What follows belongs to an exercise in optimizing a design on an open flow for small area; a production flow would make more cautious choices.
RTL that was checked went through simulation tests only; none was proved equivalent to the original.

==> inputs of 02-03 <==
// top
module top (
    input clk,
    input rst_n,
    input [7:0] pixel_in,
    input pixel_valid,
    output [6:0] hex,
    output finish,
    output signed [11:0] score0,
    output signed [11:0] score1
);
    integer i;
    reg [7:0] pr;
    reg vr;
    always @(posedge clk) pr <= pixel_in;
    always @(posedge clk or negedge rst_n) if (!rst_n) vr <= 1'b0; else vr <= pixel_valid;
    reg [4:0] col;
    reg [3:0] row;
    always @(posedge clk or negedge rst_n)
        if (!rst_n) begin col <= 5'd0; row <= 4'd0; end
        else if (vr) begin
            if (col == 5'd27) begin col <= 5'd0; if (row != 4'd15) row <= row + 4'd1; end
            else col <= col + 5'd1;
        end
    reg [447:0] sr;
    always @(posedge clk) if (vr && col != 5'd26) sr <= {sr[439:0], pr};
    wire [7:0] t20 = sr[15:8], t21 = sr[7:0], t22 = pr;
    wire [7:0] t10 = sr[231:224], t11 = sr[223:216], t12 = sr[215:208];
    wire m00 = (row == 4'd2) && (col == 5'd1);   
    wire [7:0] t00 = m00 ? 8'd0 : sr[447:440];
    wire [7:0] t01 = sr[439:432], t02 = sr[431:424];
    wire [35:0] l1v;
  ...
Settings: LEC_CHECK=0, CAP_MARGIN=20, CORE_MARGIN=2, CORE_UTILIZATION=40, CTS_BUF_LIST=sky130_fd_sc_hd__clkbuf_16, CTS_CLUSTER_DIAMETER=110, CTS_CLUSTER_SIZE=28, SLEW_MARGIN=20; clock period 13.0 ns.
run.sh (not shown) runs the stock make flow with config.mk's settings and CLKGATE_MAP_FILE= SYNTH_SCRIPT=/design/flow/synth_recipe.tcl, a recipe that flattens the netlist after the stock synthesis.
==> inputs of 01-14, as changes to 02-03 <==
--- a/flow/design.v
+++ b/flow/design.v
@@ -53,79 +53,74 @@
             3'd2: qh = q2;
             3'd3: qh = q3;
             3'd4: qh = q4;
             default: qh = 36'd0;
         endcase
     end
-    reg [2:0] hR;
-    reg [3:0] hC;
+    reg [2:0] hr;
+    reg [3:0] hu;
     reg started;
     reg [6:0] pend;
     reg [2:0] fst;   
-    wire cm1 = (hC == 4'd12);             
-    wire [2:0] Rp = hR + {2'd0, cm1};
-    wire reven = ~Rp[0];
-    wire codd = hC[0] | cm1;
-    wire [2:0] Rm1 = Rp - 3'd1;
-    wire [1:0] i2H = Rm1[2:1];
-    wire [1:0] i2L = Rp[2:1];
-    wire hvalid = (Rp != 3'd0);
-    wire [2:0] j2H = hC[3:1];
-    wire [2:0] j2L = cm1 ? 3'd0 : hC[3:1] + 3'd1;
-    wire [1:0] aH = reven ? 2'd2 : 2'd1;
-    wire [1:0] bH = codd ? 2'd2 : 2'd1;
+    wire cm1 = (hu == 4'd0);
+    wire reven = ~hr[0];
+    wire codd = ~hu[0];
+    wire [1:0] i2L = hr[2:1];
+    wire [1:0] i2H = hr[0] ? hr[2:1] : hr[2:1] - 2'd1;
+    wire hvalid = (hr != 3'd0);
+    wire [2:0] j2L = hu[3:1];
+    wire [2:0] j2H = hu[0] ? hu[3:1] : hu[3:1] - 3'd1;
     function needw(input [1:0] i, input [2:0] j);
         begin
             needw = ({i, j} == 5'd0) | ({i, j} == 5'd1) | ({i, j} == 5'd2) | ({i, j} == 5'd4) | ({i, j} == 5'd5) | ({i, j} == 5'd8) | ({i, j} == 5'd9) | ({i, j} == 5'd11) | ({i, j} == 5'd12) | ({i, j} == 5'd13) | ({i, j} == 5'd16) | ({i, j} == 5'd18) | ({i, j} == 5'd19) | ({i, j} == 5'd20);
         end
     endfunction
     wire m0 = hvalid & ~cm1 & needw(i2H, j2H);
     wire m4 = hvalid & codd & needw(i2H, j2L);
     wire m5 = reven & ~cm1 & needw(i2L, j2H);
     wire m6 = reven & codd & needw(i2L, j2L);
     wire cmp0 = m0 & reven & codd;   
     wire [4:0] hij = {i2H, j2H};
-    wire [17:0] l3t = ({18{hij == 5'd0}} & 18'd2147) | ({18{hij == 5'd1}} & 18'd197) | ({18{hij == 5'd2}} & 18'd320) | ({18{hij == 5'd4}} & 18'd135175) | ({18{hij == 5'd5}} & 18'd12745) | ({18{hij == 5'd8}} & 18'd21067) | ({18{hij == 5'd9}} & 18'd704) | ({18{hij == 5'd11}} & 18'd28685) | ({18{hij == 5'd12}} & 18'd37711) | ({18{hij == 5'd13}} & 18'd46033) | ({18{hij == 5'd16}} & 18'd1088) | ({18{hij == 5'd18}} & 18'd53248) | ({18{hij == 5'd19}} & 18'd61440) | ({18{hij == 5'd20}} & 18'd69632);
-    wire [6:0] vmask = {m6, m5, m4, cmp0 & l3t[12], cmp0 & l3t[6], cmp0 & l3t[0], m0};
+    wire [32:0] l3t = ({33{hij == 5'd0}} & 33'd10492933) | ({33{hij == 5'd1}} & 33'd8398857) | ({33{hij == 5'd2}} & 33'd8407042) | ({33{hij == 5'd4}} & 33'd4307554321) | ({33{hij == 5'd5}} & 33'd21006369) | ({33{hij == 5'd8}} & 33'd37816385) | ({33{hij == 5'd9}} & 33'd8521730) | ({33{hij == 5'd11}} & 33'd71307393) | ({33{hij == 5'd12}} & 33'd138676481) | ({33{hij == 5'd13}} & 33'd273156609) | ({33{hij == 5'd16}} & 33'd9439234) | ({33{hij == 5'd18}} & 33'd541069314) | ({33{hij == 5'd19}} & 33'd1077940226) | ({33{hij == 5'd20}} & 33'd2151682050);
+    wire [6:0] vmask = {m6, m5, m4, cmp0 & l3t[22], cmp0 & l3t[11], cmp0 & l3t[0], m0};
     wire qne = (cnt != 3'd0);
     wire [6:0] wm = started ? pend : vmask;
     wire [6:0] low = wm & (~wm + 7'd1);
     wire [6:0] rest = wm & ~low;
     wire run = (fst == 3'd0);
     wire doop = qne && run;
     wire deq = doop && (rest == 7'd0);
-    wire last = (hR == 3'd6) && (hC == 4'd9);
+    wire last = (hr == 3'd6) && (hu == 4'd10);
     always @(posedge clk or negedge rst_n)
         if (!rst_n) begin
-            wp <= 3'd0; rp <= 3'd0; cnt <= 3'd0; hR <= 3'd0; hC <= 4'd0;
+            wp <= 3'd0; rp <= 3'd0; cnt <= 3'd0; hr <= 3'd0; hu <= 4'd1;
             started <= 1'b0; pend <= 7'd0; fst <= 3'd0;
         end else begin
             if (enq) wp <= (wp == 3'd4) ? 3'd0 : wp + 3'd1;
             if (deq) rp <= (rp == 3'd4) ? 3'd0 : rp + 3'd1;
             if (enq && !deq) cnt <= cnt + 3'd1;
             else if (deq && !enq) cnt <= cnt - 3'd1;
             if (doop) begin started <= (rest != 7'd0); pend <= rest; end
-            if (deq) begin if (hC == 4'd12) begin hC <= 4'd0; hR <= hR + 3'd1; end else hC <= hC + 4'd1; end
+            if (deq) begin if (hu == 4'd12) begin hu <= 4'd0; hr <= hr + 3'd1; end else hu <= hu + 4'd1; end
             if (deq && last) fst <= 3'd1;
             else if (fst != 3'd0 && fst != 3'd4) fst <= fst + 3'd1;
         end
     wire isL2 = doop && (low[0] | low[4] | low[5] | low[6]);
     wire isL3 = doop && (low[1] | low[2] | low[3]);
     wire sH = low[0] | low[4];
     wire sB = low[0] | low[5];
-    wire [1:0] oa = sH ? aH : 2'd0;
     wire [1:0] oi = sH ? i2H : i2L;
-    wire [1:0] ob = sB ? bH : 2'd0;
     wire [2:0] oj = sB ? j2H : j2L;
     wire [4:0] oij = {oi, oj};
-    wire [2:0] slot = ({3{oij == 5'd1}} & 3'd1) | ({3{oij == 5'd2}} & 3'd2) | ({3{oij == 5'd4}} & 3'd3) | ({3{oij == 5'd5}} & 3'd4) | ({3{oij == 5'd8}} & 3'd5) | ({3{oij == 5'd11}} & 3'd1) | ({3{oij == 5'd12}} & 3'd2) | ({3{oij == 5'd13}} & 3'd3) | ({3{oij == 5'd16}} & 3'd4) | ({3{oij == 5'd19}} & 3'd5) | ({3{oij == 5'd20}} & 3'd1);
-    wire [3:0] opk2 = {oa, 1'b0} + {2'd0, oa} + {2'd0, ob};
-    wire [3:0] opk3 = ({4{low[1]}} & l3t[4:1]) | ({4{low[2]}} & l3t[10:7]) | ({4{low[3]}} & l3t[16:13]);
-    wire init2 = (oa == 2'd0) && ((ob == 2'd0) || ((ob == 2'd1) && (oij == 5'd0)));
-    wire init3 = (low[1] & l3t[5]) | (low[2] & l3t[11]) | (low[3] & l3t[17]);
-    wire [3:0] l3sel = low[1] ? 4'd6 : low[2] ? 4'd7 : 4'd8;
+    wire [2:0] ah = {sH & reven, sH & ~reven, ~sH};
+    wire [2:0] bh = {sB & codd, sB & ~codd, ~sB};
+    wire [5:0] sloth = ({6{oij == 5'd0}} & 6'd1) | ({6{oij == 5'd1}} & 6'd2) | ({6{oij == 5'd2}} & 6'd4) | ({6{oij == 5'd4}} & 6'd8) | ({6{oij == 5'd5}} & 6'd16) | ({6{oij == 5'd8}} & 6'd32) | ({6{oij == 5'd9}} & 6'd1) | ({6{oij == 5'd11}} & 6'd2) | ({6{oij == 5'd12}} & 6'd4) | ({6{oij == 5'd13}} & 6'd8) | ({6{oij == 5'd16}} & 6'd16) | ({6{oij == 5'd18}} & 6'd1) | ({6{oij == 5'd19}} & 6'd32) | ({6{oij == 5'd20}} & 6'd2);
+    wire [8:0] p3 = ({9{low[1]}} & l3t[9:1]) | ({9{low[2]}} & l3t[20:12]) | ({9{low[3]}} & l3t[31:23]);
+    wire init2 = ah[0] && (bh[0] || (bh[1] && (oij == 5'd0)));
+    wire init3 = (low[1] & l3t[10]) | (low[2] & l3t[21]) | (low[3] & l3t[32]);
+    wire [2:0] l3h = low[3:1];
     reg e_l2, e_l3, e_mx, e_fc, e_cmp, e_init;
     reg [8:0] e_sel;   
     reg [18:0] e_opk;   
     reg [8:0] e_wr;
     always @(posedge clk or negedge rst_n)
         if (!rst_n) begin
@@ -135,15 +130,15 @@
             e_mx <= (fst == 3'd1) || (fst == 3'd2);
             e_fc <= (fst == 3'd3);
             e_cmp <= doop && low[0] && cmp0;
         end
     always @(posedge clk) begin
         e_init <= (isL2 && init2) || (isL3 && init3) || (fst == 3'd3);
-        e_sel <= (isL2 && !init2) ? (9'd1 << slot) : (isL3 && !init3) ? (9'd1 << l3sel) : (fst == 3'd1) ? 9'd128 : (fst == 3'd2) ? 9'd256 : 9'd0;
-        e_wr <= isL2 ? (9'd1 << slot) : isL3 ? (9'd1 << l3sel) : 9'd0;
-        e_opk <= isL2 ? (19'd1 << opk2) : isL3 ? (19'd512 << opk3) : (fst == 3'd3) ? 19'd262144 : 19'd0;
+        e_sel <= {(fst == 3'd2), (fst == 3'd1), 7'd0} | ({9{isL2 && !init2}} & {3'd0, sloth}) | ({9{isL3 && !init3}} & {l3h, 6'd0});
+        e_wr <= ({9{isL2}} & {3'd0, sloth}) | ({9{isL3}} & {l3h, 6'd0});
+        e_opk <= {(fst == 3'd3), {9{isL3}} & p3, {9{isL2}} & {ah[2] & bh[2] , ah[2] & bh[1] , ah[2] & bh[0] , ah[1] & bh[2] , ah[1] & bh[1] , ah[1] & bh[0] , ah[0] & bh[2] , ah[0] & bh[1] , ah[0] & bh[0]}};
     end
     reg [35:0] qx;
     always @(posedge clk) if (e_cmp) qx <= {r2_2, r2_1, r2_0}; else if (isL2) qx <= qh;
     wire [35:0] l3y;
     wire [35:0] xs = e_fc ? l3y : qx;
     wire e_acc = e_l2 | e_l3;
==> flow/config.mk (replaced) <==
export PLATFORM = sky130hd
export DESIGN_NAME = top
export DESIGN_NICKNAME = top
export VERILOG_FILES = /design/flow/design.v
export SDC_FILE = /design/flow/constraint.sdc
export NUM_CORES = 8
export LEC_CHECK = 0
export CAP_MARGIN = 20
export CORE_MARGIN = 2
export CORE_UTILIZATION = 65
export CTS_BUF_LIST = sky130_fd_sc_hd__clkbuf_16
export CTS_CLUSTER_DIAMETER = 100
export CTS_CLUSTER_SIZE = 24
export SLEW_MARGIN = 20
==> inputs of 05-19, as changes to 02-03 <==
--- a/flow/config.mk
+++ b/flow/config.mk
@@ -6,9 +6,9 @@
 export NUM_CORES = 8
 export LEC_CHECK = 0
 export CAP_MARGIN = 20
 export CORE_MARGIN = 2
 export CORE_UTILIZATION = 40
 export CTS_BUF_LIST = sky130_fd_sc_hd__clkbuf_16
-export CTS_CLUSTER_DIAMETER = 110
-export CTS_CLUSTER_SIZE = 28
+export CTS_CLUSTER_DIAMETER = 100
+export CTS_CLUSTER_SIZE = 24
 export SLEW_MARGIN = 20
==> results.toml <==
[timing]
tightest_slew_ns = 1.32

[status]
status = "complete, no violations"

[worst_setup_path]
worst-endpoint-arrival_ns = 11.42

[finish]
nMultiInputCombCells = 3831
The numbers above come from 02-03.

==> results.toml <==
[status]
status = "complete, no violations"

[finish]
fin_area_um2 = 90500
nMultiInputCombCells = 3803
final-clk-cell-share = 0.0243

[worst_setup_path]
worst-endpoint-arrival_ns = 11.24

[timing]
min_period_ns = 10.81
tightest_slew_ns = 1.19

[yosys]
synth_edf_count = 1267

[power_and_ir_drop]
The numbers above come from 01-14.

==> results.toml <==
[finish]
nMultiInputCombCells = 3831

[status]
status = "complete, no violations"

[worst_setup_path]
worst-endpoint-arrival_ns = 11.40

[timing]
tightest_slew_ns = 1.21
The numbers above come from 05-19.

Function not checked in 01-14: the RTL went through the layout flow alone.

## separate check: timing with driven ports
How much do the figures lean on ideal ports? The routed layouts below were timed once more, with nothing changed but the port constraints.
Step 1, drivers: a clkbuf_16 drives clk and a buf_2 each remaining input, both assumed.
Step 2, shift: input delay + t, output delay - t, t = (earliest + latest rising clock arrival at the registers) / 2. This alone moves slack from input paths to output paths.
a / b / c = ideal / step 1 / step 2; a / b = the first two.
run | t (ns) | slack for setup (ns) | hold WS [ns] | worst setup path at the end | worst slew at a driven data input, ns
02-03 | 0.835 | 2.052 / 2.052 / 2.052 | 0.397 / 0.397 / 0.397 | register to register | 0.08
01-14 | 0.791 | 2.187 / 2.187 / 2.187 | 0.413 / 0.413 / 0.413 | register to register | 0.07
05-19 | 0.799 | 2.044 / 2.044 / 2.044 | 0.388 / 0.388 / 0.388 | register to register | 0.08
After both steps every run listed still meets setup and hold.
